This design comes from an exercise in tuning for small area on the open sky130 flow, not from production work. RTL that was checked went through simulation tests only; none was proved equivalent to the original. Only the layout flow was run in runs 4 to 6; the RTL was not checked for function there. Power is estimated from default activity; no workload was simulated.

==> flow/design.v <==
`timescale 1ns / 1ps
module top(
    input CLK               ,
    input RST_N             ,
    input  SCL              ,
    input  SDA              ,
    output SDA_OUT          ,
    output OUT_EN           ,
    input [7:0] RO_ONE      ,
    input [7:0] RO_TWO      ,
    output [31:0] EFUSE_OUT ,
    output [7:0] CTRL_ONE       ,
    output [7:0] CTRL_TWO       ,
    output [7:0] CTRL_THREE     ,
    output VDD5V                ,
    input  Q                    ,
    output PGENB                ,
    output STROBE               ,
    output NR                   ,
    output [31:0] WE
    );
    assign VDD5V = 1'b1;
    wire efuse_bypass     ;
    wire efuse_write      ;
    wire efuse_multiple_en ;
    wire [31:0] efuse_in  ;
    wire write              ;
    wire read               ;
    wire wr_done            ;
    wire rd_done            ;
    wire dshift             ;
    wire [31:0] data_in     ;
    wire rst_n_s            ;
    wire clk_div_r          ;
    clk_div u_clk_div(
        .clk        (CLK        ),
        .rst_n      (rst_n_s    ),
        .clk_div_r  (clk_div_r  )
        );
    sync_async_reset u_sync_async_reset(
        .clk    (CLK    ),
        .rst_n  (RST_N  ),
        .rst_n_s(rst_n_s)
   );
    main_state_machine u_main_state_machine(
        .clk            (CLK        )  ,
        .rst_n          (rst_n_s    )  ,
        .efuse_write    (efuse_write)  ,
        .efuse_in       (efuse_in   )  ,
        .efuse_out      (EFUSE_OUT  )  ,
        .efuse_bypass   (efuse_bypass) ,
        .efuse_multiple_en (efuse_multiple_en),
        .write          (write      )  ,
        .read           (read       )  ,
        .data_write     (data_in    )  ,
        .dshift         (dshift     )  ,
        .q              (Q          )  ,
        .wr_done        (wr_done    )  ,
        .rd_done        (rd_done    )
    );
    efuse_controller u_efuse_controller(
        .clk        (CLK        ),
        .ce         (~clk_div_r ),
        .rst_n      (rst_n_s    ),
        .wr         (write      ),
        .rd         (read       ),
        .data_in    (data_in    ),
        .dshift     (dshift     ),
        .wr_done    (wr_done    ),
        .rd_done    (rd_done    ),
        .pgenb      (PGENB      ),
        .strobe     (STROBE     ),
        .nr         (NR         ),
        .we         (WE         )
    );
    i2c u_i2c(
        .clk           (CLK                 ),
        .reset_n       (rst_n_s             ),
        .efuse_write    (efuse_write        ),
        .efuse_bypass   (efuse_bypass       ),
        .efuse_multiple_en (efuse_multiple_en) ,
        .efuse_out      (EFUSE_OUT          ),
        .efuse_in       (efuse_in           ),
        .RO_ONE         (RO_ONE             ),
        .RO_TWO         (RO_TWO             ),
        .CTRL_ONE      (CTRL_ONE             ),
        .CTRL_TWO      (CTRL_TWO             ),
        .CTRL_THREE    (CTRL_THREE           ),
        .scl            (SCL                ),
        .sda            (SDA                ),
        .sda_out        (SDA_OUT            ),
        .sda_out_en     (OUT_EN             )
    );
endmodule
`timescale 1ns / 1ps
module clk_div (
    input clk           ,
    input rst_n         ,
    output reg clk_div_r
    );
    always @(posedge clk or negedge rst_n) begin
        if(!rst_n)
            clk_div_r <= 1'b1;
        else
            clk_div_r <= ~clk_div_r;
    end
endmodule
`timescale 1ns / 1ps
module sync_async_reset(
    input clk           ,
    input rst_n         ,
    output reg rst_n_s
    );
    reg mid_rst;
    always @(posedge clk or negedge rst_n) begin
        if(!rst_n) begin
            rst_n_s <= 1'b0     ;
            mid_rst <= 1'b0     ;
        end
        else begin
            mid_rst <= 1'b1     ;
            rst_n_s <= mid_rst  ;
        end
    end
endmodule
`timescale 1ns / 1ps
module main_state_machine(
    input clk           ,
    input rst_n         ,
    input efuse_bypass        ,
    output reg [31:0] efuse_out,
    input efuse_write       ,
    input efuse_multiple_en ,
    input [31:0] efuse_in   ,
    output reg [31:0] data_write,
    output reg write            ,
    output reg read             ,
    input  dshift               ,
    input  q                    ,
    input wr_done               ,
    input rd_done
    );
    localparam READ = 2'b00;
    localparam WAIT = 2'b01;
    localparam PGM  = 2'b10;
    reg [1:0] state_c;
    reg [1:0] state_n;
    reg efuse_write_d0;
    wire efuse_write_up = efuse_write & ~efuse_write_d0;
    always @(posedge clk or negedge rst_n) begin
        if(!rst_n)
            state_c <= READ;
        else
            state_c <= state_n;
    end
    always @(*) begin
        case(state_c)
            READ:   state_n = rd_done ? WAIT : READ;
            WAIT:   state_n = (efuse_write_up && ((efuse_out==32'd0) || efuse_multiple_en)) ? PGM : WAIT;
            PGM:    state_n = wr_done ? READ : PGM;
            default:state_n = READ;
        endcase
    end
    always @(posedge clk or negedge rst_n) begin
        if(!rst_n) begin
            efuse_write_d0 <= 1'b0;
            read  <= 1'b0;
            write <= 1'b0;
        end else begin
            efuse_write_d0 <= efuse_write;
            read  <= !rd_done && (state_c == READ);
            write <= (state_n == PGM);
        end
    end
    always @(posedge clk or negedge rst_n) begin
        if(!rst_n)
            efuse_out <= 32'd0;
        else if (efuse_bypass)
            efuse_out <= efuse_in;
        else if(rd_done)
            efuse_out <= data_write;
    end
    always @(posedge clk or negedge rst_n) begin
        if(!rst_n)
            data_write <= 32'd0;
        else if(dshift)
            data_write <= {q, data_write[31:1]};
        else if(efuse_write && state_c != READ)
            data_write <= efuse_in & ~efuse_out;
    end
endmodule
`timescale 1ns / 1ps
module efuse_controller (
    input rst_n ,
    input clk   ,
    input ce    ,
    input wr    ,
    input rd    ,
    input [31:0] data_in,
    output dshift,           
    output reg pgenb,
    output reg nr,
    output reg strobe,
    output [31:0] we,
    output reg rd_done,
    output reg wr_done
    );
    localparam WAIT = 2'b00 ;
    localparam READ = 2'b01 ;
    localparam PGM  = 2'b10 ;
    localparam [5:0] ZERO = 6'd32;
    reg [1:0] state_c   ;
    reg [1:0] state_n   ;
    reg [5:0] temp      ;
    reg [5:0] we_i      ;
    reg we_nz_d0        ;
    reg strobe_d0       ;
    reg [4:0] cnt_t_pgm ;
    reg [4:0] cnt_pgm   ;
    reg [4:0] cnt_read  ;
    wire we_nz       = ~we_i[5];
    wire we_rise     = we_nz & ~we_nz_d0;
    wire strobe_fall = ~strobe & strobe_d0;
    wire din_p       = data_in[cnt_pgm];
    wire din_t       = ~temp[5] & data_in[temp[4:0]];
    wire [5:0] temp_sh = temp[5] ? temp : temp + 6'd1;
    wire st_wait = (state_c == WAIT);
    wire st_read = (state_c == READ);
    wire st_pgm  = (state_c == PGM);
    genvar k;
    generate for (k = 0; k < 32; k = k + 1) begin : g_we
        assign we[k] = (we_i == k);
    end endgenerate
    assign dshift = ce & st_read & (cnt_t_pgm == 5'd2);
    always @(posedge clk or negedge rst_n) begin
        if(!rst_n)
            state_c <= WAIT;
        else if(ce)
            state_c <= state_n;
    end
    always @(*) begin
        case(state_c)
            WAIT:    state_n = rd ? READ : (wr ? PGM : WAIT);
            READ:    state_n = rd_done ? WAIT : READ;
            PGM:     state_n = wr_done ? WAIT : PGM;
            default: state_n = WAIT;
        endcase
    end
    always @(*) begin
        case(state_c)
            READ:    begin pgenb = 1'b1; nr = 1'b1; end
            PGM:     begin pgenb = 1'b0; nr = 1'b0; end
            default: begin pgenb = 1'b1; nr = 1'b0; end
        endcase
    end
    always @(posedge clk or negedge rst_n) begin
        if(!rst_n)
            strobe <= 1'b0;
        else if(ce) begin
            if(st_read)
                strobe <= (cnt_t_pgm == 5'd0 && we_nz) || (cnt_t_pgm == 5'd1);
            else if(st_pgm) begin
                if(we_rise)
                    strobe <= 1'b1;
                else if(cnt_t_pgm == 5'd19)
                    strobe <= 1'b0;
            end
            else
                strobe <= 1'b0;
        end
    end
    always @(posedge clk or negedge rst_n) begin
        if(!rst_n) begin
            strobe_d0 <= 1'b0;
            we_nz_d0  <= 1'b0;
        end
        else if(ce) begin
            strobe_d0 <= strobe;
            we_nz_d0  <= we_nz;
        end
    end
    always @(posedge clk or negedge rst_n) begin
        if(!rst_n)
            cnt_pgm <= 5'd0;
        else if(ce && st_pgm) begin
            if(cnt_pgm == 5'd31) begin
                if(strobe_fall || !din_p)
                    cnt_pgm <= 5'd0;
            end
            else if(state_n == WAIT)
                cnt_pgm <= 5'd0;
            else if(!din_p || strobe_fall)
                cnt_pgm <= cnt_pgm + 5'd1;
        end
    end
    always @(posedge clk or negedge rst_n) begin
        if(!rst_n)
            cnt_t_pgm <= 5'd0;
        else if(ce) begin
            if(st_pgm && we_nz) begin
                if(cnt_t_pgm == 5'd19)
                    cnt_t_pgm <= 5'd0;
                else if(strobe)
                    cnt_t_pgm <= cnt_t_pgm + 5'd1;
                else
                    cnt_t_pgm <= 5'd0;
            end
            else if(st_read)
                cnt_t_pgm <= (cnt_t_pgm == 5'd4) ? 5'd0 : cnt_t_pgm + 5'd1;
            else
                cnt_t_pgm <= 5'd0;
        end
    end
    always @(posedge clk or negedge rst_n) begin
        if(!rst_n) begin
            wr_done <= 1'b0;
            rd_done <= 1'b0;
        end
        else if(ce) begin
            wr_done <= (cnt_pgm == 5'd31) && (strobe_fall || !din_p);
            rd_done <= st_read && (cnt_read == 5'd31) && strobe_fall;
        end
    end
    always @(posedge clk or negedge rst_n) begin
        if(!rst_n)
            cnt_read <= 5'd0;
        else if(ce && st_read) begin
            if((cnt_read == 5'd31) && strobe_fall)
                cnt_read <= 5'd0;
            else if(cnt_t_pgm == 5'd3)
                cnt_read <= cnt_read + 5'd1;
        end
    end
    always @(posedge clk or negedge rst_n) begin
        if(!rst_n)
            we_i <= ZERO;
        else if(ce) begin
            if(state_n == READ && !we_nz)
                we_i <= temp;
            else if(st_read) begin
                if(cnt_t_pgm == 5'd3)
                    we_i <= ZERO;
                else if(cnt_t_pgm == 5'd4)
                    we_i <= temp;
            end
            else if(st_pgm)
                we_i <= (strobe_fall || !din_t) ? ZERO : temp;
        end
    end
    always @(posedge clk or negedge rst_n) begin
        if(!rst_n)
            temp <= 6'd0;
        else if(ce) begin
            if(st_read && cnt_t_pgm == 5'd3)
                temp <= temp_sh;
            else if(cnt_t_pgm == 5'd19)
                temp <= temp_sh;
            else if(st_pgm && !din_p)
                temp <= temp_sh;
            else if(st_wait)
                temp <= 6'd0;
        end
    end
endmodule
`timescale 1ns/1ps
module i2c  (
    input clk                   ,
    input reset_n               ,
    input  [31:0] efuse_out     ,
    output [31:0] efuse_in      ,
    output efuse_bypass         ,
    output efuse_write          ,
    output efuse_multiple_en    ,
    input [7:0] RO_ONE          ,
    input [7:0] RO_TWO          ,
    output [7:0] CTRL_ONE       ,
    output [7:0] CTRL_TWO       ,
    output [7:0] CTRL_THREE     ,
    input scl                   ,
    input sda                   ,
    output reg sda_out          ,
    output reg sda_out_en
    );
    localparam I2C_IDLE = 1'b0;
    localparam I2C_WORK = 1'b1;
    reg [7:0] reg2, reg3, reg4, reg5, reg6, reg7, reg8, reg9;
    reg [7:0] addr      ;
    reg [7:0] data      ;
    reg [4:0] i         ;
    reg [4:0] i_n       ;
    reg [7:0] j         ;
    reg state           ;
    reg n_state         ;
    reg amatch          ;
    reg arw             ;
    reg rbit            ;
    reg scl_in, sda_in  ;
    reg scl_old, sda_old;
    wire i2c_start = scl_old & scl_in & sda_old & ~sda_in;
    wire i2c_stop  = scl_old & scl_in & ~sda_old & sda_in;
    wire scl_rise  = ~scl_old & scl_in;
    wire scl_fall  = scl_old & ~scl_in;
    wire work      = (state == I2C_WORK);
    wire i2c_get   = amatch & arw;
    wire i2c_set   = amatch & ~arw;
    wire time_out  = (j >= 8'd250);
    wire i_rd      = (i >= 5'd9) && (i <= 5'd16);
    assign efuse_in          = {reg5, reg4, reg3, reg2};
    assign efuse_write       = reg6[0];
    assign efuse_bypass      = reg6[1];
    assign efuse_multiple_en = reg6[2];
    assign CTRL_ONE          = reg7;
    assign CTRL_TWO          = reg8;
    assign CTRL_THREE        = reg9;
    reg [7:0] rsrc;
    always @(*) begin
        case(addr)
            8'd0:  rsrc = RO_ONE;
            8'd1:  rsrc = RO_TWO;
            8'd2:  rsrc = reg2;
            8'd3:  rsrc = reg3;
            8'd4:  rsrc = reg4;
            8'd5:  rsrc = reg5;
            8'd6:  rsrc = reg6;
            8'd7:  rsrc = reg7;
            8'd8:  rsrc = reg8;
            8'd9:  rsrc = reg9;
            8'd10: rsrc = efuse_out[7:0];
            8'd11: rsrc = efuse_out[15:8];
            8'd12: rsrc = efuse_out[23:16];
            8'd13: rsrc = efuse_out[31:24];
            default: rsrc = 8'd0;
        endcase
    end
    always @(posedge clk or negedge reset_n) begin
        if(!reset_n)
            rbit <= 1'b0;
        else
            rbit <= rsrc[3'd0 - i_n[2:0]];
    end
    always @(*) begin
        n_state = state;
        if(!work) begin
            if(i2c_start) n_state = I2C_WORK;
        end
        else if(i2c_stop)
            n_state = I2C_IDLE;
        else if(scl_fall && i == 5'd17 && i2c_get)
            n_state = I2C_IDLE;
    end
    always @(*) begin
        i_n = i;
        if(!work)
            i_n = 5'd0;
        else if(i2c_stop || i2c_start)
            i_n = 5'd0;
        else if(scl_rise) begin
            if(i < 5'd30) i_n = i + 5'd1;
        end
        else if(scl_fall && i == 5'd17 && i2c_get)
            i_n = 5'd0;
    end
    always @(posedge clk or negedge reset_n) begin
        if(!reset_n) begin
            state <= I2C_IDLE;
            i     <= 5'd0;
        end else begin
            state <= n_state;
            i     <= i_n;
        end
    end
    always @(posedge clk or negedge reset_n) begin
        if (!reset_n) begin
            reg2 <= 8'd0;
            reg3 <= 8'd0;
            reg4 <= 8'd0;
            reg5 <= 8'd0;
            reg6 <= 8'd0;
            reg7 <= 8'd0;
            reg8 <= 8'd0;
            reg9 <= 8'hff;
        end
        else if(work && scl_fall && (i == 5'd26) && i2c_set) begin
            case(addr)
                8'd2 :  reg2 <= data;
                8'd3 :  reg3 <= data;
                8'd4 :  reg4 <= data;
                8'd5 :  reg5 <= data;
                8'd6 :  reg6 <= data;
                8'd7 :  reg7 <= data;
                8'd8 :  reg8 <= data;
                8'd9 :  reg9 <= data;
                default: ;
            endcase
        end
    end
    always @(posedge clk or negedge reset_n)begin
        if (reset_n == 1'b0) begin
            scl_in  <= 1'b0;
            sda_in  <= 1'b0;
            scl_old <= 1'b0;
            sda_old <= 1'b0;
        end
        else begin
            scl_in  <= scl;
            sda_in  <= sda;
            scl_old <= scl_in;
            sda_old <= sda_in;
        end
    end
    always @(posedge clk or negedge reset_n)begin
        if(!reset_n)
            j <= 8'd0;
        else if(!work || i2c_start || scl_fall)
            j <= 8'd0;
        else
            j <= j + 8'd1;
    end
    always @(posedge clk or negedge reset_n) begin
        if(!reset_n)begin
            sda_out <= 1'b0;
        end
        else if(!work || i2c_stop || i2c_start)
            sda_out <= 1'b1;
        else if(scl_fall) begin
            if (i == 5'd8 && amatch)
                sda_out <= 1'b0;
            else if ((i == 5'd17 || i == 5'd26) && i2c_set)
                sda_out <= 1'b0;
            else if (i_rd && i2c_get)
                sda_out <= rbit;
            else if (i == 5'd17 && i2c_get)
                sda_out <= 1'b1;
            else if (i == 5'd27 && i2c_set)
                sda_out <= 1'b1;
        end
    end
    always @(posedge clk or negedge reset_n) begin
        if(!reset_n)
            data <= 8'd0;
        else if(work && scl_rise && (i > 5'd17) && (i < 5'd26) && !i2c_get)
            data <= {data[6:0], sda_in};
    end
    always @(posedge clk or negedge reset_n) begin
        if(!reset_n)
            addr <= 8'd0;
        else if(work && scl_rise && i_rd && !i2c_get)
            addr <= {addr[6:0], sda_in};
    end
    always @(posedge clk or negedge reset_n) begin
        if(!reset_n) begin
            amatch <= 1'b1;
            arw    <= 1'b0;
        end
        else if(work) begin
            if (i2c_stop || i2c_start)
                amatch <= 1'b1;
            else if (scl_rise) begin
                if (i < 5'd7)
                    amatch <= amatch & (sda_in == ~i[0]);
                else if (i == 5'd7)
                    arw <= sda_in;
            end
            else if (scl_fall) begin
                if (i == 5'd17 && i2c_get)
                    amatch <= 1'b1;
                else if (i == 5'd27 && i2c_set)
                    amatch <= 1'b0;
            end
        end
    end
    always @(posedge clk or negedge reset_n) begin
        if(!reset_n)
            sda_out_en <= 1'b0;
        else if(work) begin
            if (i2c_stop || i2c_start)
                sda_out_en <= 1'b0;
            else if (scl_fall)
                sda_out_en <= (i == 5'd8 && amatch) ||
                              ((i == 5'd17 || i == 5'd26) && i2c_set) ||
                              (i_rd && i2c_get);
            else if (sda_out_en && time_out)
                sda_out_en <= 1'b0;
        end
    end
endmodule
==> flow/run.sh <==
#!/bin/bash
# synth_recipe.tcl (not shown) runs the flow's synth.tcl, then flattens the netlist and writes it again
# the make line also repeats each setting of config.mk as NAME=value (left out here)
make -C /OpenROAD-flow-scripts/flow DESIGN_CONFIG=/design/flow/config.mk WORK_HOME=/design/flow/orfs CLKGATE_MAP_FILE= SYNTH_SCRIPT=/design/flow/synth_recipe.tcl finish
==> flow/config.mk <==
export PLATFORM = sky130hd
export DESIGN_NAME = top
export DESIGN_NICKNAME = top
export VERILOG_FILES = /design/flow/design.v
export SDC_FILE = /design/flow/constraint.sdc
export NUM_CORES = 4
export LEC_CHECK = 0
export ABC_AREA = 1
export CAP_MARGIN = 20
export CORE_MARGIN = 2
export CORE_UTILIZATION = 40
export CTS_BUF_LIST = sky130_fd_sc_hd__clkbuf_4
export SLEW_MARGIN = 20
==> flow/constraint.sdc <==
create_clock -name core_clock -period 10.0 [get_ports {CLK}]
set_input_delay 2.0000 -clock core_clock [delete_from_list [all_inputs] [get_ports {CLK}]]
set_output_delay 2.0000 -clock core_clock [all_outputs]
set_load 0.01 [all_outputs]
==> results of run 1 <==
[synth_stat cells, types with 2 or more instances]
master	count
clkbuf_1	31
o21ai_0	160
o211ai_1	11
buf_2	25
nand3_1	171
nor2_1	188
or2_2	4
buf_1	3
a221oi_1	32
o31ai_1	6
xnor2_1	2
dfstp_2	11
inv_1	161
nand2_1	330
ha_1	15
nand4_1	42
dfrtp_1	198
xor2_1	6
a21oi_1	37
nand3b_1	2
nor3_1	12
a211oi_1	3
a31oi_1	30
mux2i_1	2
o22ai_1	4
[layer usage]
layer / vias to the layer above / share of wire
met5: - / 0
met4: 0 / 0.019
met3: 54 / 0.082
met2: 429 / 0.42
met1: 5251 / 0.48
li1: 5316 / -
[critical path, stage by stage, from the launching register on]
cell and delay, ns:
dfstp_2 0.58, inv_1 0.09, nand2_1 0.39, nor2_1 0.10, clkdlybuf4s50_1 0.50
[worst max path at each step]
stage                                           start                                         to  slack, ns  cells after the start
3_3_place_gp   u_efuse_controller.we_i[5]$_DFFE_PN1P_                                     WE[30]       6.42                      4
2_1_floorplan    u_sync_async_reset.rst_n_s$_DFF_PN0_  u_efuse_controller.cnt_pgm[0]$_DFFE_PN0P_       3.76                      0
5_1_grt        u_efuse_controller.we_i[5]$_DFFE_PN1P_                                     WE[23]       5.52                      4
6_report       u_efuse_controller.we_i[5]$_DFFE_PN1P_                                     WE[24]       5.67                      4
3_5_place_dp   u_efuse_controller.we_i[5]$_DFFE_PN1P_                                     WE[24]       6.34                      4
4_1_cts        u_efuse_controller.we_i[5]$_DFFE_PN1P_                                     WE[24]       5.62                      4
[stage by stage]
step	hold WS, ns	std cells	instance area [sq um]	utilization
global placement	0.2859	1938	12700	0.4573
detailed placement	0.2954	1938	12700	0.4573
CTS	0.3057	2044	13450	0.4841
global route	0.3243	2045	13450	0.4842
finish	0.2759	2045	13450	0.4842
floorplan	0.3312	1501	11280	-
[cell type report]
cell class	count	area (sq um)
antenna	1	2.502
clock buffer	91	683.2
clock inverter	15	62.56
fill	2838	14330
inverter	163	611.8
multi-input combinational	1069	5182
sequential	209	5248
tap	378	473.0
timing repair buffer	119	1189
[cell families after synthesis]
logic type      count (synthesis)
simple gates                  752
compound gates                290
buf+inv                       223
flops                         209
fa+ha+maj                      15
xor+xnor                        8
mux                             2
other cells                     1
[power breakdown]
| group | internal [W] | switching [W] |
|---|---|---|
| registers | 0.000858 | 0.0000142 |
| clock network | 0.000412 | 0.000370 |
| logic | 0.0000282 | 0.0000513 |
==> summary.txt, run 1 <==
status no timing/DRC/antenna violations; layout cells sized above 1 0.07323; Avg WL per Cell 17.57 um; clock sinks 209; drt drc 0; DIE AREA 29,550 sq um; grt peak-use layer met1; cell count after synthesis roughly 1,500; Synth Area per Inst between 7 and 8 sq um; DIE HEIGHT around 170 um; Synth Area in Adders 0.01664; max_cap viols 0; Max FO, Critical Path 16; top cell type's share of synthesized area 0.4394; Worst slew margin 0.3184; flop2flop setup slack between 7 and 8 ns; maximum vdd drop 0.00008238 V; Synth cell types 39; largest family of logic cells by synthesized area simple AND/OR/NAND/NOR gates; pwr dens 128.9 nW/um^2; met3 GRT Util 0.04921; most frequent cells in the layout 330 x nand2_1, 197 x dfrtp_1, 186 x nor2_1, 171 x nand3_1, 161 x inv_1; core footprint ~28,000 sq um; met1 Use GR 0.3764; Synth Area in XOR/XNOR 0.006213; GRT Util Overall 0.2446; achievable clock frequency about 230 MHz; share of the clock period used by the worst path 0.4327; nets 1,656; Starting DRT DRC Count roughly 1,100; CTS tree yes; Hold WC Path Type register to async pin; DP Wirelength around 26 mm; Yosys reg bits about 210; clk slew on worst S/H paths 0.06 ns; CP arrival 2.33 ns; Ports between 100 and 150; Initial Util 0.4059; Power, Total approximately 0.0017 W; CP Launch Type register; Syn Std Cell Area ~11,000 sq um; skew final roughly 0.053 ns; overall via count from detail_route between 10,000 and 15,000; post-synthesis sequential area ratio 0.4650; Worst EP required 8.00 ns; Compound-Gate Fraction of Synth Area 0.1495; H-tree lvl count 2; Crit Path Category register to output pin; static leakage 6.035 nW; # Post-CTS Setup Buffers 0; vias in the first global route 10,010; Worst setup EP type output pin; # resized after CTS 0; setup slack after layout 5.673 ns; Async SR Flop Fraction 1.000; vias per cell roughly 5.4; total gr overflow 0; FF-to-FF Start u_efuse_controller.cnt_pgm[0]$_DFFE_PN0P_; Syn. warnings 5; Period minus WS final 4.327 ns; R2R Path End u_efuse_controller.temp[0]$_DFFE_PN0P_; synth top area cells dfrtp_1 44%, nand2_1 11%, nand3_1 7.6%; final WL ~36 mm; mux cell area share after synthesis 0.001775; Slew @ Worst Pin 1.022 ns; Largest regs u_main_state_machine.data_write: 32 flops, u_main_state_machine.efuse_out: 32 flops; Hold Vio Cnt, Final 0; antenna violations before repair 1; GR Util met2 0.3426; Max Slew Vio Count 0; clock tree buffer depth 3; I/O Buffers 113; ys flop type dfrtp_1; clk root buf clkbuf_4; Pre-antenna DRT Iters 6; Place WS approximately 6.3 ns; CTS Buf Count 58; worst reg-to-reg path cell count 14; ANT nets after route 0; Area Overhead vs Synth 19.28%; RSZ-0062 raised after global routing no; DIE WIDTH 171.9 um; gpl congestion approximately 0.91; EDFF count, synth 0; hold_buf cts 0; simple-gate share of the synthesized area 0.2833; largest net degree at the start of global routing 177; first-pass GRT wire length between 50 and 60 mm; final setup fails 0; leading cell type in the layout, fill and taps excluded nand2_1; later-pin clock latency in the skew report around 0.7 ns; Setup TNS 0 ns; area leader, netlist dfrtp_1; row count 61
==> inputs of run 2 (changes only) <==
--- a/flow/config.mk
+++ b/flow/config.mk
@@ -11,3 +11,4 @@
 export CORE_UTILIZATION = 40
-export CTS_BUF_LIST = sky130_fd_sc_hd__clkbuf_4
+export CTS_BUF_LIST = sky130_fd_sc_hd__clkbuf_8
+export CTS_CLUSTER_SIZE = 30
 export SLEW_MARGIN = 20
==> run 2 against run 1 <==
Setup slack improved by 0.14 ns. Die area stayed put. Routed wire length is 0.84% lower. Sequential share of layout area about the same. Design area about the same. Critical endpoint unchanged. Synthesized cell count stayed put. Largest cell class unchanged. Still clean. Combinational power hardly changed. Total power is 1.7% higher. Hold slack worse by 0.0060 ns. Critical path depth stayed put.
==> summary.txt, run 2 <==
status no timing/DRC/antenna violations; # resized after CTS 0; Setup TNS 0 ns; final WL roughly 36 mm; Hold Vio Cnt, Final 0; CP Cell Sequence inv_1 > nand2_1 > nor2_1 > clkdlybuf4s50_1; GRT Util Overall 0.2423; final setup fails 0; max incr delay on CP between 0.5 and 0.6 ns; nets 1,637; clk root buf clkbuf_8; DIE HEIGHT 171.9 um; later-pin clock latency in the skew report between 0.5 and 0.6 ns; max_cap viols 0; Ports about 120; most frequent cells in the layout 330 x nand2_1, 197 x dfrtp_1, 186 x nor2_1, 177 x inv_1, 171 x nand3_1; hold_buf cts 0; Yosys reg bits between 200 and 250; # Post-CTS Setup Buffers 0; Max FO, Critical Path 16; Largest regs u_main_state_machine.data_write: 32 flops, u_main_state_machine.efuse_out: 32 flops; Slew @ Worst Pin 1.036 ns; Area Overhead vs Synth 19.39%; fillers 2,806; CTS tree yes; Worst slew margin 0.3096; diode count 0; Async SR Flop Fraction 1.000; Power, Total ~0.0018 W; layout cells sized above 1 0.04856; Hold WC Path Type register to async pin; DP Wirelength 25.74 mm; core footprint roughly 28,000 sq um; vias per cell 5.439; maximum vdd drop between 0.0001 and 0.00015 V; Initial Util 0.4059; DIE AREA between 20,000 and 30,000 sq um; DIE WIDTH around 170 um; area leader, netlist dfrtp_1; Syn Std Cell Area approximately 11,000 sq um; largest net degree at the start of global routing 177; FF-to-FF Start u_efuse_controller.cnt_pgm[0]$_DFFE_PN0P_; total gr overflow 0; share of the clock period used by the worst path 0.4186; CP Launch Type register; row count slightly above 60; Period minus WS final 4.186 ns; Avg WL per Cell about 18 um; commonest cells in the synthesized netlist 330 x nand2_1, 198 x dfrtp_1, 188 x nor2_1; achievable clock frequency 238.9 MHz; EDFF count, synth 0; Crit Path Category register to output pin; CTS Buf Count 39; gpl congestion just over 0.9; Max Slew Vio Count 0; overall via count from detail_route between 10,000 and 15,000; top cell type's share of synthesized area 0.4394; Worst EP required 8.00 ns; first-pass GRT wire length about 55 mm; skew final approximately 0.034 ns; Syn. warnings 5; CP arrival around 2.2 ns; Finished Layout Cells 2,005; clock sinks around 210; critical path's slowest cell dfstp_2; Worst setup EP type output pin; post-synthesis sequential area ratio 0.4650; I/O Buffers between 100 and 150; post-placement cell count 1,938; Synth cell types 39; Starting DRT DRC Count approximately 1,200; synth top area cells dfrtp_1 44%, nand2_1 11%, nand3_1 7.6%; static leakage around 6.0 nW; Synth Area per Inst between 7 and 8 sq um; vias in the first global route 9,810; most numerous cell in the Yosys netlist nand2_1; cell count after synthesis 1,500; Pre-antenna DRT Iters 6; leading cell type in the layout, fill and taps excluded nand2_1; antenna violations before repair 0; H-tree lvl count 2; clk slew on worst S/H paths approximately 0.05 ns; pwr dens ~130 nW/um^2; drt drc 0; RSZ-0062 raised after global routing no; Crit. Startpoint u_efuse_controller.we_i[5]$_DFFE_PN1P_; ANT nets after route 0; ys flop type dfrtp_1; clock tree buffer depth 3
## run 2: cell type report
cell class                      count  area (sq um)  area share
Tap cell                          378         473.0     0.03513
Clock inverter                     20         113.9    0.008456
Inverter                          163         611.8     0.04544
Sequential cell                   209          5248      0.3897
Clock buffer                       47         646.9     0.04804
Timing Repair Buffer              119          1189     0.08828
Multi-Input combinational cell   1069          5182      0.3849
## run 2: per-layer routing
metal / vias up / global-route usage / part of all wire
met5: - / 0 / 0
met4: 0 / 0.06102 / 0.019
met3: 59 / 0.05402 / 0.093
met2: 475 / 0.3394 / 0.41
met1: 5140 / 0.3753 / 0.47
li1: 5232 / - / -
## run 2: cell families (layout without fill, tap and decap cells)
family,count (synthesis),count (layout),synth area share
AOI/OAI and AO/OA,290,290,0.1495
xor gates and xnor gates,8,8,0.006213
adders and majority gates,15,15,0.01664
buffers and inverters,223,349,0.07733
DFF,209,209,0.4650
muxes,2,2,0.001775
other,1,2,0.0003325
and+or+nand+nor,752,752,0.2833
## run 2: worst paths after layout
kind | end | cells past startpoint | slack [ns]
max | WE[24] | 4 | 5.81
min | u_efuse_controller.cnt_read[0]$_DFFE_PN0P_ | 0 | 0.27
max reg2reg | u_efuse_controller.temp[0]$_DFFE_PN0P_ | 14 | 7.14
min reg2reg | u_efuse_controller.cnt_read[0]$_DFFE_PN0P_ | 0 | 0.27
max in group asynchronous | u_sync_async_reset.rst_n_s$_DFF_PN0_ | 1 | 8.20
min in group core_clock | u_sync_async_reset.rst_n_s$_DFF_PN0_ | 0 | 0.34
## run 2: worst max-delay path, delay by kind of cell, from the launching register on
family        cells  cell delay, ns
buf+inv           2            0.59
flops             1            0.58
simple gates      2            0.49
## run 2: per-stage QoR
step	hold slack, ns	utilization	worst slack, ns	area [sq um]
floorplan	0.3312	-	3.764	11280
global placement	0.2859	0.4573	6.417	12700
detailed placement	0.2954	0.4573	6.343	12700
CTS	0.2946	0.4846	5.774	13460
global route	0.3200	0.4846	5.665	13460
finish	0.2699	0.4846	5.814	13460
## run 2: report_power, final
group | internal [W] | switching (W) | total [W]
Clock | 0.000450 | 0.000361 | 0.000810
Combinational | 0.0000282 | 0.0000513 | 0.0000795
Sequential | 0.000859 | 0.0000143 | 0.000873
==> inputs of run 3 (changes only) <==
--- a/flow/config.mk
+++ b/flow/config.mk
@@ -7,3 +7,2 @@
 export LEC_CHECK = 0
-export ABC_AREA = 1
 export CAP_MARGIN = 20
@@ -11,4 +10,2 @@
 export CORE_UTILIZATION = 40
-export CTS_BUF_LIST = sky130_fd_sc_hd__clkbuf_8
-export CTS_CLUSTER_SIZE = 30
 export SLEW_MARGIN = 20
==> run 3 against run 2 <==
Maximum frequency increased by 3.9%. Sequential power is essentially flat. Total power rose by 7.3%. Hold slack gained 0.078 ns. Largest power group is now clock. Setup slack gained 0.16 ns. Sequential share of layout area down 0.97 points. Clock skew decreased by 0.0024 ns. Utilization decreased by 0.21 points. First-iteration DRC count decreased by 32%. Still clean on timing, DRC and antenna. Clock-buffer cell count is 9 lower. Non-clock buffer count grew 5.
==> summary.txt, run 3 <==
hold_buf cts 0; Largest regs u_main_state_machine.data_write: 32 flops, u_main_state_machine.efuse_out: 32 flops; simple-gate share of the synthesized area 0.1777; Max FO, Critical Path 13; antenna violations before repair 0; final setup fails 0; most frequent cells in the layout 196 x dfrtp_1, 143 x nand2_1, 113 x clkdlybuf4s50_1, 103 x o21ai_0, 94 x mux2_2; largest net degree at the start of global routing 149; DIE HEIGHT around 170 um; clock tree buffer depth 3; EDFF count, synth 0; pwr dens 136.9 nW/um^2; layout cells sized above 1 0.1473; Pre-antenna DRT Iters 7; final WL between 30 and 40 mm; Starting DRT DRC Count 811; CTS Buf Count 25; top cell type's share of synthesized area 0.4280; share of the clock period used by the worst path 0.4030; post-synthesis sequential area ratio 0.4530; clock sinks approximately 210; # Post-CTS Setup Buffers 0; vias in the first global route 9,250; Syn. warnings 5; Power, Total about 0.0019 W; Finished Layout Cells ~1,700; DIE WIDTH ~170 um; RSZ-0062 raised after global routing no; flop2flop setup slack 6.76 ns; cell count after synthesis around 1,200; core footprint around 29,000 sq um; max incr delay on CP roughly 0.55 ns; CP Cell Sequence nand2b_1 > inv_1 > clkdlybuf4s50_1; Avg WL per Cell roughly 21 um; CP arrival just over 2 ns; area leader, netlist dfrtp_1; Worst EP required 8.00 ns; leading cell type in the layout, fill and taps excluded dfrtp_1; Setup TNS 0 ns; synth top area cells dfrtp_1 43%, mux2_2 9.1%, mux2i_1 5.3%; Synth Area in Adders 0.01621; commonest cells in the synthesized netlist 198 x dfrtp_1, 143 x nand2_1, 103 x o21ai_0; critical path's slowest cell clkdlybuf4s50_1; Synth Area in XOR/XNOR 0.008323; Crit Path Category register to output pin; nets about 1,300; I/O Buffers roughly 110; Period minus WS final just over 4 ns; gpl congestion slightly below 0.9; mux cell area share after synthesis 0.1675; Slew @ Worst Pin around 0.97 ns; Synth cell types between 80 and 90; Syn Std Cell Area approximately 12,000 sq um; CTS tree yes; clk root buf clkbuf_16; CP Launch Type register; Ports between 100 and 150; ANT nets after route 0; # resized after CTS 0; maximum vdd drop ~0.00013 V; Compound-Gate Fraction of Synth Area 0.1408; delay-heaviest family, CP buffers and inverters; DP Wirelength about 24 mm; status no timing/DRC/antenna violations; Hold WC Path Type register to register; DIE AREA 30,320 sq um; total gr overflow 0; static leakage ~5.7 nW; Buf/Inv on CP 2; later-pin clock latency in the skew report approximately 0.54 ns; Hold Vio Cnt, Final 0; row count slightly above 60; overall via count from detail_route ~9,500; most numerous cell in the Yosys netlist dfrtp_1; largest family of logic cells by synthesized area simple AND/OR/NAND/NOR gates; diode count 0; GRT Util Overall 0.2256; first-pass GRT wire length 54.03 mm; Worst slew margin 0.3539; Initial Util 0.4044; achievable clock frequency ~250 MHz; H-tree lvl count 1; Worst setup EP type output pin; Async SR Flop Fraction 1.000; Yosys reg bits between 200 and 250; clk slew on worst S/H paths around 0.06 ns; post-placement cell count roughly 1,600; ys flop type dfrtp_1; Max Slew Vio Count 0; Area Overhead vs Synth 19.31%; vias per cell ~5.7; skew final ~0.031 ns; max_cap viols 0; drt drc 0; Synth Area per Inst just under 10 sq um
## run 3: worst register-to-register path, cell delays in order, from the launching register on
cell and delay [ns]:
dfrtp_1 0.45, inv_1 0.14, ha_1 0.20, nand3b_1 0.14
o41ai_1 0.47, a221oi_2 0.16, a21o_2 0.31, inv_2 0.12
ha_1 0.31, a41oi_1 0.18, o21ai_0 0.16, a21oi_1 0.17
nand4_1 0.11, o311ai_1 0.10, mux2i_1 0.11
## run 3: worst paths after layout
path                       depth (start not counted)                                      start                                               to
max                                                3  u_efuse_controller.state_c[0]$_DFFE_PN0N_                                               NR
min                                                0       u_sync_async_reset.mid_rst$_DFF_PN0_             u_sync_async_reset.rst_n_s$_DFF_PN0_
max reg2reg                                       14                       u_i2c.i[1]$_DFF_PN0_                             u_i2c.rbit$_DFF_PN0_
min reg2reg                                        0       u_sync_async_reset.mid_rst$_DFF_PN0_             u_sync_async_reset.rst_n_s$_DFF_PN0_
max in group asynchronous                          1                                      RST_N             u_sync_async_reset.rst_n_s$_DFF_PN0_
min in group asynchronous                          0       u_sync_async_reset.rst_n_s$_DFF_PN0_  u_main_state_machine.data_write[30]$_DFFE_PN0P_
## run 3: logic make-up after synthesis
family,Yosys count
xor+xnor,11
mux,168
flops,209
compound gates,262
simple gates,417
fa+ha+maj,15
other cells,1
buf+inv,98
## run 3: cell type report
class | instances | area, sq um
Inverter | 22 | 82.58
Clock buffer | 38 | 724.4
Timing Repair Buffer | 124 | 1226
Fill cell | 2710 | 14810
Sequential cell | 209 | 5249
Multi-Input combinational cell | 875 | 5927
Tap cell | 384 | 480.5
Clock inverter | 8 | 122.6
## run 3: where the power goes
| group | leakage (nW) | internal, W | switching, W |
|---|---|---|---|
| logic | 2.55 | 0.0000328 | 0.0000464 |
| clock network | 0.417 | 0.000576 | 0.000360 |
| registers | 2.76 | 0.000856 | 0.0000199 |
## run 3: per-stage QoR
stage	hold slack, ns	setup slack (ns)	instance area, sq um	utilization
2_1_floorplan	0.3312	3.764	11580	-
3_3_place_gp	0.3356	6.284	12960	0.4529
3_5_place_dp	0.3371	6.275	12960	0.4529
4_1_cts	0.3507	5.945	13810	0.4825
5_1_grt	0.3579	5.817	13810	0.4825
6_report	0.3479	5.970	13810	0.4825
## run 3: routing by layer
layer  track usage  up-vias  wire, um  share of wire
li1              -     4449         -              -
met1        0.3244     4666     16090           0.47
met2        0.3431      315     15100           0.44
met3       0.03784       74      2137          0.062
met4       0.08193        0      1114          0.032
met5             0        -         0              0
==> inputs of run 4 (changes only) <==
--- a/flow/design.v
+++ b/flow/design.v
@@ -135,4 +135,4 @@
     output reg [31:0] data_write,
-    output reg write            ,
-    output reg read             ,
+    output write                ,
+    output read                 ,
     input  dshift               ,
@@ -164,12 +164,9 @@
     always @(posedge clk or negedge rst_n) begin
-        if(!rst_n) begin
+        if(!rst_n)
             efuse_write_d0 <= 1'b0;
-            read  <= 1'b0;
-            write <= 1'b0;
-        end else begin
+        else
             efuse_write_d0 <= efuse_write;
-            read  <= !rd_done && (state_c == READ);
-            write <= (state_n == PGM);
-        end
     end
+    assign write = (state_c == PGM);
+    assign read  = (state_c == READ) && !wr_done;
     always @(posedge clk or negedge rst_n) begin
@@ -554,17 +551,9 @@
         end
-        else if(work) begin
-            if (i2c_stop || i2c_start)
-                amatch <= 1'b1;
-            else if (scl_rise) begin
-                if (i < 5'd7)
-                    amatch <= amatch & (sda_in == ~i[0]);
-                else if (i == 5'd7)
-                    arw <= sda_in;
-            end
-            else if (scl_fall) begin
-                if (i == 5'd17 && i2c_get)
-                    amatch <= 1'b1;
-                else if (i == 5'd27 && i2c_set)
-                    amatch <= 1'b0;
-            end
+        else if (!work || i2c_stop || i2c_start)
+            amatch <= 1'b1;
+        else if (scl_rise) begin
+            if (i < 5'd7)
+                amatch <= amatch & (sda_in == ~i[0]);
+            else if (i == 5'd7)
+                arw <= sda_in;
         end
==> flow/flow/run.sh (new file) <==
#!/bin/bash
# Standard ORFS layout with smaller port buffers and a clock tree without
# dummy loads; everything else (synthesis included) is the standard.sh.
set -euo pipefail
export BUFFER_PORTS_ARGS="-buffer_cell sky130_fd_sc_hd__buf_1"
export CTS_ARGS="-sink_clustering_enable -repair_clock_nets -buf_list {sky130_fd_sc_hd__clkbuf_4 sky130_fd_sc_hd__clkbuf_8} -dont_use_dummy_load"
bash standard.sh > standard.log 2>&1
==> flow/standard.sh (new file) <==
#!/bin/bash
# synth_recipe.tcl (not shown) runs the flow's synth.tcl, then flattens the netlist and writes it again
# the make line also repeats each setting of config.mk as NAME=value (left out here)
make -C /OpenROAD-flow-scripts/flow DESIGN_CONFIG=/design/flow/config.mk WORK_HOME=/design/flow/orfs CLKGATE_MAP_FILE= SYNTH_SCRIPT=/design/flow/synth_recipe.tcl "${@:-finish}"
--- a/flow/config.mk
+++ b/flow/config.mk
@@ -7,2 +7,3 @@
 export LEC_CHECK = 0
+export ABC_AREA = 1
 export CAP_MARGIN = 20
removed: flow/run.sh
==> run 4 against run 3 <==
First-iteration DRC count grew 40%. Clock skew grew 0.0062 ns. Still clean on timing, DRC and antenna. Utilization fell by 3.2 points. Sequential power decreased by 1%. Sequential share of layout area is 3.3 points higher. Combinational power is 14% lower. Total power fell by 15%. Maximum frequency up 6.5%. Clock-buffer cell count increased by 2. Global-route usage grew 0.33 points. Non-clock buffer count down 5.
==> summary.txt, run 4 <==
status no timing/DRC/antenna violations; final setup fails 0; first-pass GRT wire length between 50 and 60 mm; drt drc 0; # resized after CTS 0; max incr delay on CP between 0.5 and 0.6 ns; Slew @ Worst Pin around 1.1 ns; Worst slew margin 0.2620; static leakage 5.840 nW; Avg WL per Cell approximately 18 um; I/O Buffers 113; vias per cell approximately 5.5; Max FO, Critical Path 16; area leader, netlist dfrtp_1; later-pin clock latency in the skew report between 0.5 and 0.6 ns; Comb power frac 0.043; top cell type's share of synthesized area 0.4306; nets 1,618; Synth cell types 49; DIE WIDTH approximately 170 um; clk root buf clkbuf_8; critical path's slowest cell dfstp_2; hold slack between 0.3 and 0.4 ns; ANT nets after route 0; RSZ-0062 raised after global routing no; Clock power frac 0.421; pwr dens 127.7 nW/um^2; delay-heaviest family, CP flip-flops; total gr overflow 0; CP Launch Type register; most numerous cell in the Yosys netlist nand2_1; leading cell type in the layout, fill and taps excluded nand2_1; clock sinks between 200 and 250; Worst setup EP type output pin; Synth Area per Inst just under 8 sq um; CTS tree yes; final WL 34.76 mm; share of the clock period used by the worst path 0.3785; EDFF count, synth 0; Area Overhead vs Synth 10.57%; overall via count from detail_route roughly 11,000; ys flop type dfrtp_1; post-synthesis sequential area ratio 0.4560; most frequent cells in the layout 347 x nand2_1, 195 x dfrtp_1, 176 x nand3_1, 168 x inv_1, 162 x nor2_1; max_cap viols 0; Hold WC Path Type register to register; DIE AREA 29,840 sq um; # Post-CTS Setup Buffers 0; Syn. warnings 5; Ports 115; Setup TNS 0 ns; Starting DRT DRC Count between 1,000 and 1,500; diode count 0; Largest regs u_main_state_machine.data_write: 32 flops, u_main_state_machine.efuse_out: 32 flops; H-tree lvl count 2; layout cells sized above 1 0.06139; gpl congestion around 0.91; CTS Buf Count 40; antenna violations before repair 0; core footprint 27,930 sq um; Async SR Flop Fraction 1.000; Initial Util 0.4077; clock tree buffer depth 3; largest net degree at the start of global routing 139; DIE HEIGHT 172.7 um; setup slack after layout 6.215 ns; vias in the first global route approximately 9,900; Worst EP required approximately 8 ns; achievable clock frequency between 200 and 300 MHz; maximum vdd drop 0.00008472 V; clk slew on worst S/H paths 0.05 ns; Buf/Inv on CP 2; DP Wirelength 24.69 mm; CP Cell Sequence inv_1 > nand2_1 > nor2_1 > buf_1; Max Slew Vio Count 0; Crit Path Category register to output pin; fillers 2,868; row count around 60; CP arrival about 1.8 ns; synth top area cells dfrtp_1 43%, nand2_1 11%, nand3_1 7.7%; Int Power between 0.001 and 0.0015 W; cell count after synthesis between 1,000 and 1,500; Flop pwr share 0.536; skew final between 0.03 and 0.04 ns; switching share of power 0.2417; Pre-antenna DRT Iters 5; GRT Util Overall 0.2289; hold_buf cts 0; Place WS between 6 and 7 ns; Yosys reg bits between 200 and 250; placed cell area 12,040 sq um; commonest cells in the synthesized netlist 347 x nand2_1, 196 x dfrtp_1, 176 x nand3_1; Period minus WS final approximately 3.8 ns; Syn Std Cell Area around 11,000 sq um; Psw 0.0003889 W; Hold Vio Cnt, Final 0; Layout Cell Area excl Fill roughly 13,000 sq um
run 4: cell types whose count changed in the layout (fill, tap and decap cells not counted), sizes merged, moves of 60 or more:
cell | previous run | this run
buf | 11 | 119
clkdlybuf4s50 | 113 | 0
inv | 23 | 174
mux2 | 96 | 0
mux2i | 61 | 1
nand2 | 147 | 352
nand3 | 32 | 181
nor2 | 91 | 172
run 4: worst paths after layout:
| path | startpoint | endpoint | slack, ns | cells after the start |
|---|---|---|---|---|
| worst min-delay path | u_sync_async_reset.mid_rst$_DFF_PN0_ | u_sync_async_reset.rst_n_s$_DFF_PN0_ | 0.34 | 0 |
| min in group asynchronous | u_sync_async_reset.rst_n_s$_DFF_PN0_ | u_i2c.reg3[7]$_DFFE_PN0P_ | 0.46 | 0 |
| worst max register to register | u_i2c.reg6[0]$_DFFE_PN0P_ | u_main_state_machine.data_write[23]$_DFFE_PN0P_ | 7.21 | 5 |
| worst min register to register | u_sync_async_reset.mid_rst$_DFF_PN0_ | u_sync_async_reset.rst_n_s$_DFF_PN0_ | 0.34 | 0 |
| max in group asynchronous | u_sync_async_reset.rst_n_s$_DFF_PN0_ | u_main_state_machine.data_write[23]$_DFFE_PN0P_ | 8.30 | 1 |
| worst max-delay path | u_efuse_controller.we_i[5]$_DFFE_PN1P_ | WE[21] | 6.22 | 4 |
run 4: power groups by stage:
stage,clock (W),combinational (W),sequential (W)
global placement,0,0.0000691,0.000877
floorplan,0,0.0000426,0.000879
finish,0.000677,0.0000685,0.000863
global route,0.000733,0.0000808,0.000865
CTS,0.000699,0.0000692,0.000863
detailed placement,0,0.0000691,0.000877
run 4: final cells by class:
type | instances | area [sq um] | area share
Clock buffer | 40 | 550.5 | 0.04372
Inverter | 176 | 660.6 | 0.05246
Multi-Input combinational cell | 1038 | 5230 | 0.4153
Sequential cell | 207 | 5197 | 0.4127
Tap cell | 378 | 473.0 | 0.03756
Timing Repair Buffer | 119 | 481.7 | 0.03825
run 4: cells by family (layout without fill, tap and decap cells):
group                    Yosys count  count (layout)  share of synthesized area
flip-flops                       207             207                     0.4560
other                              1               2                  0.0003292
multiplexers                       1               1                  0.0008789
AO/OA/AOI/OAI                    232             232                     0.1311
buffers and inverters            234             335                    0.08558
adder cells (fa/ha/maj)           15              15                    0.01648
AND/OR/NAND/NOR                  784             784                     0.3066
XOR/XNOR                           4               4                   0.003076
run 4: routing by layer:
layer,global-route usage,up-vias,part of all wire
met5,0,-,0
met4,0.06285,0,0.023
met3,0.03716,59,0.073
met2,0.3343,416,0.43
met1,0.3497,5102,0.48
li1,-,5174,-
run 4: stage by stage:
step            power, W  instances  utilization
2_1_floorplan  0.0009219       1479            -
3_5_place_dp   0.0009464       1918       0.4311
4_1_cts         0.001631       1958       0.4508
6_report        0.001609       1958       0.4508
5_1_grt         0.001679       1958       0.4508
3_3_place_gp   0.0009462       1918       0.4311
==> inputs of run 5 (changes only) <==
==> flow/flow/run.sh (replaced) <==
#!/bin/bash
# The standard layout (standard.sh) with three changes:
#  - synthesis maps logic with an area-only ABC script (flow/abc_area2.script);
#    everything else in synthesis, flip-flop mapping included, is unchanged
#  - port buffers use buf_1
#  - the clock tree uses clkbuf_8 with larger sink clusters and no dummy loads
set -euo pipefail
here=$(pwd)
export MY_ABC_SCRIPT=$here/flow/abc_area2.script
export BUFFER_PORTS_ARGS="-buffer_cell sky130_fd_sc_hd__buf_1"
export CTS_ARGS="-sink_clustering_enable -repair_clock_nets -buf_list {sky130_fd_sc_hd__clkbuf_8} -sink_clustering_size 12 -sink_clustering_max_diameter 50 -dont_use_dummy_load"
sed "s|SYNTH_SCRIPT=[^ ]*|SYNTH_SCRIPT=$here/flow/my_synth.tcl|" standard.sh > my_standard.sh
grep -q "SYNTH_SCRIPT=$here/flow/my_synth.tcl" my_standard.sh
bash my_standard.sh > standard.log 2>&1
==> flow/flow/abc_area2.script (new file) <==
strash
dch
map -a
strash
dch
map -a
topo
==> flow/flow/my_synth.tcl (new file) <==
proc synth {args} { yosys synth -nofsm -noshare {*}$args }
proc abc {args} {
  if {[info exists ::env(MY_ABC_SCRIPT)]} {
    set i [lsearch -exact $args -script]
    if {$i >= 0} { set args [lreplace $args $i [expr {$i+1}] -script $::env(MY_ABC_SCRIPT)] }
  }
  puts "abc args: $args"
  yosys abc {*}$args
}
source $::env(SCRIPTS_DIR)/synth.tcl
# left out here: clear keep_hierarchy, flatten, clean up, hide names made inside functions, write 1_2_yosys.v
--- a/flow/config.mk
+++ b/flow/config.mk
@@ -10,3 +10,4 @@
 export CORE_MARGIN = 2
-export CORE_UTILIZATION = 40
+export CORE_UTILIZATION = 55
+export PLACE_DENSITY = 0.7
 export SLEW_MARGIN = 20
==> run 5 against run 4 <==
Register-to-register slack lost 0.68 ns. Global-route usage rose by 10 points. Maximum frequency is 3.9% lower. First-iteration DRC count shrank 12%. Sequential cell count stayed put. Hold slack got worse by 0.090 ns. Clock skew increased by 0.023 ns. Critical path type unchanged.
==> summary.txt, run 5 <==
most frequent cells in the layout 195 x dfrtp_1, 166 x nand2_1, 162 x clkinv_1, 137 x o21ai_0, 127 x nor2_1; status no timing/DRC/antenna violations; total gr overflow 0; overall via count from detail_route 9,794; hold_buf cts 0; largest net degree at the start of global routing 73; Worst slew margin 0.3878; placed cell area roughly 11,000 sq um; Initial Util 0.5638; # resized after CTS 0; pwr dens around 130 nW/um^2; clk slew on worst S/H paths 0.08 ns; Crit. Startpoint u_efuse_controller.we_i[5]$_DFFE_PN1P_; Crit Path Category register to output pin; drt drc 0; static leakage 4.540 nW; Synth cell types 37; largest family of logic cells by synthesized area compound AO/OA/AOI/OAI gates; Slew @ Worst Pin slightly above 0.9 ns; antenna violations before repair 0; Max FO, Critical Path 16; synth top area cells dfrtp_1 48%, o21ai_0 6.7%, nand2_1 6.2%; Synth Area per Inst 8.561 sq um; ys flop type dfrtp_1; CP Launch Type register; GRT Util Overall 0.3293; Hold Vio Cnt, Final 0; cell count after synthesis 1,187; Ports around 120; FF-to-FF Start u_efuse_controller.cnt_t_pgm[0]$_DFFE_PN0N_; Yosys reg bits around 210; CP arrival roughly 1.9 ns; simple-gate share of the synthesized area 0.1684; Syn. warnings 5; Max Slew Vio Count 0; Finished Layout Cells between 1,500 and 2,000; Syn Std Cell Area 10,160 sq um; first-pass GRT wire length between 50 and 60 mm; final core occ 0.6261; CP Cell Sequence clkinv_1 > nand2_1 > nor2_1 > buf_1; Worst EP required ~8 ns; vias per cell 6.270; clock sinks between 200 and 250; post-placement cell count about 1,500; achievable clock frequency 253.9 MHz; gpl congestion 1.013; later-pin clock latency in the skew report ~0.56 ns; Hold WC Path Type register to async pin; worst reg-to-reg path cell count 10; EDFF count, synth 0; fillers ~1,600; critical path's slowest cell dfstp_2; Worst setup EP type output pin; most numerous cell in the Yosys netlist dfrtp_1; nets between 1,000 and 1,500; Async SR Flop Fraction 1.000; vias in the first global route slightly above 9,000; layout cells sized above 1 0.03901; commonest cells in the synthesized netlist 196 x dfrtp_1, 167 x nand2_1, 163 x clkinv_1; mux cell area share after synthesis 0; clock tree buffer depth 3; max_cap viols 0; DIE WIDTH about 140 um; Layout Cell Area excl Fill roughly 11,000 sq um; clk root buf clkbuf_8; skew final around 0.061 ns; CTS tree yes; maximum vdd drop 0.0001259 V; ANT nets after route 0; Avg WL per Cell roughly 20 um; Power, Total about 0.0015 W; DIE AREA about 20,000 sq um; Largest regs u_main_state_machine.data_write: 32 flops, u_main_state_machine.efuse_out: 32 flops; Synth Area in XOR/XNOR 0.004309; Period minus WS final 3.939 ns; DIE HEIGHT approximately 140 um; leading cell type in the layout, fill and taps excluded dfrtp_1; flop2flop setup slack between 6 and 7 ns; Area Overhead vs Synth 11.06%; area occupied by multi-input gates 4362 sq um; RSZ-0062 raised after global routing no; H-tree lvl count 1; area leader, netlist dfrtp_1; Compound-Gate Fraction of Synth Area 0.2364; top cell type's share of synthesized area 0.4826; Starting DRT DRC Count between 1,000 and 1,500; share of the clock period used by the worst path 0.3939; core footprint between 15,000 and 20,000 sq um; post-synthesis sequential area ratio 0.5111; Reg area just over 5000 sq um; # Post-CTS Setup Buffers 0; DP Wirelength 23.61 mm; I/O Buffers about 110; row count between 40 and 50; Setup TNS 0 ns; diode count 0; CTS Buf Count 25; Synth Area in Adders 0.01847; final setup fails 0; Pre-antenna DRT Iters 6; final WL around 32 mm; max incr delay on CP 0.56 ns
## run 5: changes by cell type in the layout (fill, tap and decap cells not counted), sizes merged, moves of 17 or more
cell / previous run / this run
a22oi: 1 / 18
nand2: 352 / 167
o22ai: 2 / 49
a21oi: 26 / 82
nor2: 172 / 127
inv: 174 / 1
clkinv: 2 / 162
nor3: 10 / 27
nand4: 60 / 16
o21ai: 120 / 137
nand3: 181 / 54
## run 5: cells by family (layout without fill, tap and decap cells)
group,count (synthesis),count (layout)
xor gates and xnor gates,5,5
and+or+nand+nor,406,406
adders and majority gates,15,15
AOI/OAI and AO/OA,389,389
DFF,207,207
other,1,2
buffers and inverters,164,309
## run 5: area by class of cell
type / instances / area share
clock buffer: 25 / 0.03049
timing repair buffer: 121 / 0.04290
inverter: 163 / 0.05421
tap: 229 / 0.02539
sequential: 207 / 0.4605
multi-input combinational: 817 / 0.3865
## run 5: path summary, 6_finish.rpt
kind                                                                   to
setup / recovery                                                   WE[18]
hold / removal              u_main_state_machine.efuse_out[2]$_DFFE_PN0P_
setup reg to reg           u_main_state_machine.data_write[3]$_DFFE_PN0P_
hold reg to reg             u_main_state_machine.efuse_out[2]$_DFFE_PN0P_
max in group asynchronous                       u_i2c.addr[2]$_DFFE_PN0P_
min in group core_clock              u_sync_async_reset.rst_n_s$_DFF_PN0_
## run 5: power by group
group / switching [W] / internal [W] / leakage [nW] / total [W]
registers: 0.0000166 / 0.000853 / 2.69 / 0.000869
logic: 0.0000645 / 0.0000234 / 1.67 / 0.0000879
clock network: 0.000283 / 0.000221 / 0.180 / 0.000504
total: 0.000364 / 0.00110 / 4.54 / 0.00146
## run 5: through the flow
step	worst slack, ns	hold slack, ns
2_1_floorplan	3.824	0.3312
3_3_place_gp	6.646	0.2581
3_5_place_dp	6.664	0.2603
4_1_cts	6.066	0.2680
5_1_grt	5.912	0.2958
6_report	6.061	0.2540
## run 5: routing by layer
layer  wire [um]  part of all wire  vias to the layer above  global-route usage
met5           0                 0                        -                   0
met4        1643             0.051                        0              0.1532
met3        3026             0.095                      100             0.05299
met2       13330              0.42                      537              0.4724
met1       13980              0.44                     4610              0.4930
li1            -                 -                     4547                   -
## run 5: worst max-delay path: cells and delay by family, from the launching register on
| kind | cells | cell delay, ns |
|---|---|---|
| flip-flops | 1 | 0.56 |
| AND/OR/NAND/NOR | 2 | 0.50 |
| buffers and inverters | 2 | 0.31 |
==> inputs of run 6 (changes only) <==
--- a/flow/flow/run.sh
+++ b/flow/flow/run.sh
@@ -10,3 +10,3 @@
 export BUFFER_PORTS_ARGS="-buffer_cell sky130_fd_sc_hd__buf_1"
-export CTS_ARGS="-sink_clustering_enable -repair_clock_nets -buf_list {sky130_fd_sc_hd__clkbuf_8} -sink_clustering_size 12 -sink_clustering_max_diameter 50 -dont_use_dummy_load"
+export CTS_ARGS="-sink_clustering_enable -repair_clock_nets -buf_list {sky130_fd_sc_hd__clkbuf_8} -sink_clustering_size 12 -sink_clustering_max_diameter 60 -dont_use_dummy_load"
 sed "s|SYNTH_SCRIPT=[^ ]*|SYNTH_SCRIPT=$here/flow/my_synth.tcl|" standard.sh > my_standard.sh
--- a/flow/config.mk
+++ b/flow/config.mk
@@ -10,4 +10,3 @@
 export CORE_MARGIN = 2
-export CORE_UTILIZATION = 55
-export PLACE_DENSITY = 0.7
+export CORE_UTILIZATION = 40
 export SLEW_MARGIN = 20
==> run 6 against run 5 <==
Still clean on timing, DRC and antenna. Hold slack better by 0.10 ns. Design area up 0.96%. Via count is 1.7% lower. Clock skew decreased by 0.028 ns. Non-clock buffer count down 1. Register-to-register slack is essentially flat. Critical path depth did not move.
==> summary.txt, run 6 <==
CTS Buf Count 23; Worst setup EP type output pin; post-placement cell count approximately 1,600; DIE HEIGHT 163.4 um; clk slew on worst S/H paths roughly 0.08 ns; clk root buf clkbuf_8; Syn Std Cell Area 10,160 sq um; status no timing/DRC/antenna violations; Setup TNS 0 ns; synth top area cells dfrtp_1 48%, o21ai_0 6.7%, nand2_1 6.2%; Max FO, Critical Path 16; Comb power frac 0.059; # resized after CTS 0; largest family of logic cells by synthesized area compound AO/OA/AOI/OAI gates; nets between 1,000 and 1,500; GRT Util Overall 0.2509; Area Overhead vs Synth 12.13%; CP arrival between 1.5 and 2 ns; hold slack 0.3572 ns; drt drc 0; vias in the first global route approximately 9,000; Period minus WS final just under 4 ns; Largest regs u_main_state_machine.data_write: 32 flops, u_main_state_machine.efuse_out: 32 flops; diode count 0; max incr delay on CP about 0.56 ns; Buf/Inv on CP 2; final WL 33.53 mm; Synth Area in XOR/XNOR 0.004309; Layout Cell Area excl Fill between 10,000 and 15,000 sq um; fillers 2,540; overall via count from detail_route 9,624; clock tree buffer depth 3; achievable clock frequency between 200 and 300 MHz; Syn. warnings 5; gpl congestion 0.9748; ys flop type dfrtp_1; final setup fails 0; EDFF count, synth 0; antenna violations before repair 0; skew final around 0.033 ns; DP Wirelength 24.71 mm; Synth cell types 37; Async SR Flop Fraction 1.000; CTS tree yes; ANT nets after route 0; Worst slew margin 0.2797; maximum vdd drop between 0.00008 and 0.00009 V; Slew @ Worst Pin about 1.1 ns; area leader, netlist dfrtp_1; Avg WL per Cell approximately 20 um; vias per cell slightly below 6; Flop pwr share 0.601; later-pin clock latency in the skew report around 0.56 ns; CP Launch Type register; Clock power frac 0.340; static leakage between 4 and 5 nW; critical path's slowest cell dfstp_2; first-pass GRT wire length between 50 and 60 mm; Synth Area per Inst roughly 8.6 sq um; Hold WC Path Type register to register; final core occ 0.4551; layout cells sized above 1 0.03609; Yosys reg bits about 210; clock sinks 207; switching share of power 0.2558; post-synthesis sequential area ratio 0.5111; top cell type's share of synthesized area 0.4826; most frequent cells in the layout 195 x dfrtp_1, 167 x nand2_1, 163 x clkinv_1, 137 x o21ai_0, 126 x nor2_1; # Post-CTS Setup Buffers 0; pwr dens around 130 nW/um^2; simple-gate share of the synthesized area 0.1684; CP Cell Sequence clkinv_1 > nand2_1 > nor2_1 > buf_1; Finished Layout Cells around 1,700; Worst EP required 8.00 ns; hold_buf cts 0; Synth Area in Adders 0.01847; DIE AREA between 20,000 and 30,000 sq um; commonest cells in the synthesized netlist 196 x dfrtp_1, 167 x nand2_1, 163 x clkinv_1; Initial Util 0.4059; max_cap viols 0; leading cell type in the layout, fill and taps excluded dfrtp_1; H-tree lvl count 1; core footprint about 25,000 sq um; Hold Vio Cnt, Final 0; mux cell area share after synthesis 0; largest net degree at the start of global routing 80; DIE WIDTH 163.4 um; Starting DRT DRC Count 852; Int Power ~0.0011 W; RSZ-0062 raised after global routing no; total gr overflow 0; most numerous cell in the Yosys netlist dfrtp_1; delay-heaviest family, CP flip-flops; Ports approximately 120; row count 58; cell count after synthesis about 1,200; Compound-Gate Fraction of Synth Area 0.2364; Psw 0.0003712 W; Max Slew Vio Count 0; share of the clock period used by the worst path 0.3950; Crit Path Category register to output pin; I/O Buffers approximately 110; placed cell area roughly 11,000 sq um; Pre-antenna DRT Iters 5
==> run 6: cell families after synthesis <==
kind of cell,Yosys count
buffers and inverters,164
flip-flops,207
XOR/XNOR,5
other,1
AO/OA/AOI/OAI,389
adder cells (fa/ha/maj),15
AND/OR/NAND/NOR,406
==> run 6: final timing paths <==
kind,from,cells past startpoint,end,slack [ns]
setup / recovery,u_efuse_controller.we_i[5]$_DFFE_PN1P_,4,WE[26],6.05
setup reg to reg,u_efuse_controller.cnt_t_pgm[0]$_DFFE_PN0N_,10,u_main_state_machine.data_write[5]$_DFFE_PN0P_,6.54
hold reg to reg,u_sync_async_reset.mid_rst$_DFF_PN0_,0,u_sync_async_reset.rst_n_s$_DFF_PN0_,0.36
hold / removal,u_sync_async_reset.mid_rst$_DFF_PN0_,0,u_sync_async_reset.rst_n_s$_DFF_PN0_,0.36
max in group asynchronous,u_sync_async_reset.rst_n_s$_DFF_PN0_,2,u_i2c.amatch$_DFFE_PN1P_,8.21
min in group asynchronous,u_sync_async_reset.rst_n_s$_DFF_PN0_,0,u_main_state_machine.efuse_out[7]$_DFFE_PN0P_,0.42
==> run 6: cell type report <==
cell class / count / area, sq um / area share
inverter: 163 / 611.8 / 0.05369
sequential: 207 / 5197 / 0.4561
timing repair buffer: 120 / 489.2 / 0.04293
clock buffer: 23 / 316.6 / 0.02778
tap: 330 / 412.9 / 0.03624
multi-input combinational: 817 / 4367 / 0.3832
==> run 6: routing by layer <==
layer | share of wire | track usage | wire, um | vias to the layer above
met5 | 0 | 0 | 0 | -
met4 | 0.035 | 0.09453 | 1189 | 0
met3 | 0.077 | 0.04749 | 2567 | 70
met2 | 0.43 | 0.3688 | 14340 | 409
met1 | 0.46 | 0.3667 | 15430 | 4608
li1 | - | - | - | 4537
==> run 6: power groups by stage <==
stage / clock network, W / logic, W / registers [W]
2_1_floorplan: 0 / 0.0000475 / 0.000890
3_3_place_gp: 0 / 0.0000851 / 0.000888
3_5_place_dp: 0 / 0.0000847 / 0.000888
4_1_cts: 0.000506 / 0.0000850 / 0.000872
5_1_grt: 0.000535 / 0.0000967 / 0.000875
6_report: 0.000493 / 0.0000855 / 0.000872
==> run 6: per-stage QoR <==
stage	total power, W	setup WS (ns)
final	0.001451	6.050
after global routing	0.001507	5.889
after CTS	0.001464	6.036
after detailed placement	0.0009730	6.615
after global placement	0.0009735	6.658
after floorplan	0.0009378	3.824

## what the ideal ports hide
In the flow no input, the clock included, has a driving cell. The finished layouts below were timed again as built, in two steps. Step 1: set_driving_cell puts a clkbuf_16 on CLK and a buf_2 on each other input, an assumption about the parent block. Step 2 also shifts input and output timing later by t, the mid clock arrival at the registers, as if the neighbouring blocks saw the same clock. a / b / c = ideal / step 1 / step 2; a / b = the first two.
run | t, ns | slack for setup (ns) | slew at the worst register clock pin (ns)
run 1 | 0.719 | 5.673 / 5.632 / 6.351 | 0.07 / 0.07
run 2 | 0.578 | 5.814 / 5.771 / 6.349 | 0.07 / 0.07
run 3 | 0.575 | 5.970 / 5.920 / 6.300 | 0.06 / 0.06
run 4 | 0.560 | 6.215 / 6.169 / 6.729 | 0.06 / 0.06
run 5 | 0.573 | 6.061 / 6.021 / 6.531 | 0.08 / 0.08
run 6 | 0.583 | 6.050 / 6.007 / 6.538 | 0.09 / 0.09
After both steps every run listed still meets setup and hold.
